Source: an optimization exercise on an open RTL-to-GDS flow (aim: small area, a short achievable clock period and few clock cycles). Production flows keep margins and buffers that such runs may drop. Function was checked by simulation only, so behaviour that the tests miss may differ from the original.

// mul
module mul (
    input wire clk,
    input wire rst_n,
    input wire [32-1:0] multiplicand_i,
    input wire [32-1:0] multiplier_i,
    input wire                       valid_in,
    input wire                       ctrl_ready_i,
    input wire [                3:0] op_i,
    input wire [ 5-1:0] reg_waddr_i,
    input wire [3-1:0] commit_id_i,
    output reg [32-1:0] result_o,
    output reg                       valid_o,
    output reg [ 5-1:0] reg_waddr_o,
    output reg [3-1:0] commit_id_o
);
    wire en = ctrl_ready_i;
    wire op_mulh   = (op_i == 4'b0010);
    wire op_mulhsu = (op_i == 4'b0100);
    wire op_mulhu  = (op_i == 4'b1000);
    wire a_sext = (op_mulh | op_mulhsu) & multiplicand_i[31];
    wire b_sext = op_mulh & multiplier_i[31];
    wire [32:0] a_d  = {a_sext, multiplicand_i};
    wire        hi_d = op_mulh | op_mulhsu | op_mulhu;
    wire [34:0] bx = {b_sext, b_sext, multiplier_i, 1'b0};   
    wire [16:0] one_d, two_d, neg_d;
    genvar g;
    generate for (g = 0; g < 17; g = g + 1) begin : enc
  ...
Size: roughly 3200 cells after synthesis, about 330 flip-flops, about 120 I/O pins.
clock: 10.0 ns
lec_check: 0
cap_margin: 20
core_margin: 2
core_utilization: 40
place_density: 0.65
setup_slack_margin: 5
slew_margin: 20
tns_end_percent: 100
run.sh (not shown) runs the stock make flow with config.mk's settings and CLKGATE_MAP_FILE= SYNTH_SCRIPT=/design/flow/synth_recipe.tcl, a recipe that flattens the netlist after the stock synthesis.
Testbench counts at the start, summed over its fixed seeds: cycles 8,824.
Edit:
==> flow/flow/run.sh (new file) <==
#!/bin/bash
set -o pipefail
bash standard.sh SETUP_SLACK_MARGIN=6.2 finish > standard_flow.log 2>&1
==> flow/standard.sh (new file) <==
#!/bin/bash
# synth_recipe.tcl (not shown) runs the flow's synth.tcl, then flattens the netlist and writes it again
# the make line also repeats each setting of config.mk as NAME=value (left out here)
make -C /OpenROAD-flow-scripts/flow DESIGN_CONFIG=/design/flow/config.mk WORK_HOME=/design/flow/orfs CLKGATE_MAP_FILE= SYNTH_SCRIPT=/design/flow/synth_recipe.tcl "${@:-finish}"
--- a/flow/config.mk
+++ b/flow/config.mk
@@ -9,4 +9,4 @@
 export CORE_MARGIN = 2
-export CORE_UTILIZATION = 40
-export PLACE_DENSITY = 0.65
+export CORE_UTILIZATION = 55
+export PLACE_DENSITY = 0.75
 export SETUP_SLACK_MARGIN = 5
removed: flow/run.sh
Effect:
- non-clock buffer count increases by 99
- die area decreases by 27%
- area after synthesis does not change


Starting RTL as in the previous note.
Design mul, start of the top module:
module mul (
    input wire clk,
    input wire rst_n,
    input wire [32-1:0] multiplicand_i,
    input wire [32-1:0] multiplier_i,
    input wire                       valid_in,
    input wire                       ctrl_ready_i,
    input wire [                3:0] op_i,
    input wire [ 5-1:0] reg_waddr_i,
    input wire [3-1:0] commit_id_i,
    output reg [32-1:0] result_o,
    output reg                       valid_o,
    output reg [ 5-1:0] reg_waddr_o,
    output reg [3-1:0] commit_id_o
);
export LEC_CHECK = 0
export CAP_MARGIN = 20
export CORE_MARGIN = 2
export CORE_UTILIZATION = 40
export PLACE_DENSITY = 0.65
export SETUP_SLACK_MARGIN = 5
export SLEW_MARGIN = 20
export TNS_END_PERCENT = 100
create_clock -name core_clock -period 10.0 [get_ports {clk}]
standard.sh (not shown) runs the stock make flow with config.mk's settings and CLKGATE_MAP_FILE= SYNTH_SCRIPT=/design/flow/synth_recipe.tcl, a recipe that flattens the netlist after the stock synthesis.
==> flow/flow/run.sh <==
#!/bin/bash
set -o pipefail
bash standard.sh SETUP_SLACK_MARGIN=5.8 finish > standard_flow.log 2>&1
The first run ran to the end with no violations.
Testbench counts at the start, summed over its fixed seeds: cycles 8,824.
Next try:
==> flow/flow/run.sh (replaced) <==
#!/bin/bash
set -o pipefail
bash standard.sh SETUP_SLACK_MARGIN=6.2 finish > standard_flow.log 2>&1
Effect: The changed run finished with timing, DRC and antenna clean; area after synthesis is unchanged; final area came out higher by 6.8%; worst setup slack improved by 290 ps; utilization came out higher by 3.0 points; register-to-register slack improved by 290 ps; cell count came out higher by 2.2%.
Next try:
==> flow/flow/run.sh (replaced) <==
#!/bin/bash
set -o pipefail
bash standard.sh SETUP_SLACK_MARGIN=6.0 "BUFFER_PORTS_ARGS=-buffer_cell sky130_fd_sc_hd__buf_2" finish > standard_flow.log 2>&1
Settings changed: CTS_BUF_LIST from default to sky130_fd_sc_hd__clkbuf_4 sky130_fd_sc_hd__clkbuf_8, CTS_CLUSTER_SIZE from default to 30, PLACE_DENSITY 0.65 to 0.8.
Worst hold slack loses 7.0 ps.
Flip-flop and latch count does not change.
Maximum frequency falls by 5.9%.
Global-route usage decreases by 1.1 points.
Next try:
==> flow/flow/run.sh (replaced) <==
#!/bin/bash
set -o pipefail
bash standard.sh SETUP_SLACK_MARGIN=6.5 finish > standard_flow.log 2>&1
Settings changed: CTS_BUF_LIST sky130_fd_sc_hd__clkbuf_4 sky130_fd_sc_hd__clkbuf_8 to default, CTS_CLUSTER_SIZE 30 to default, PLACE_DENSITY 0.8 to 0.65.
The new run finished with timing, DRC and antenna clean; setup slack is better by 360 ps; critical path depth went up by 1.

[re-timing with driven ports]
How much do the figures lean on ideal ports? The routed layouts below were timed once more, with nothing changed but the port constraints.
Step 1: set_driving_cell puts a clkbuf_16 on clk and a buf_2 on each other input, an assumption about the parent block.
Step 2, shift: input delay + t, output delay - t, t = (earliest + latest rising clock arrival at the registers) / 2. This alone moves slack from input paths to output paths.
Three values: ideal ports, drivers, drivers and shift; two values: the first two.
run | t (ns) | slack for setup (ns) | worst setup path after step 2 | latest minus earliest clock arrival (ns) | worst data-port slew with drivers (ns)
the first run of note 1 | 0.651 | 5.465 / 5.465 / 5.465 | register to register | 0.027 / 0.027 | 0.06
the second run of note 1 | 0.647 | 6.177 / 6.177 / 5.892 | input to register | 0.028 / 0.029 | 0.06
the first run of note 2 | 0.649 | 5.859 / 5.859 / 5.616 | input to register | 0.029 / 0.029 | 0.06
the second run of note 2 | 0.651 | 6.151 / 6.151 / 5.730 | input to register | 0.023 / 0.023 | 0.06
the third run of note 2 | 0.788 | 5.909 / 5.909 / 5.893 | input to register | 0.063 / 0.063 | 0.05
the fourth run of note 2 | 0.670 | 6.270 / 6.270 / 6.008 | input to register | 0.035 / 0.034 | 0.05
After both steps every run listed still meets setup and hold. For the second run of note 2, which loses most, drivers alone change the setup slack by 0.000 ns; drivers and shift together by -0.421 ns.
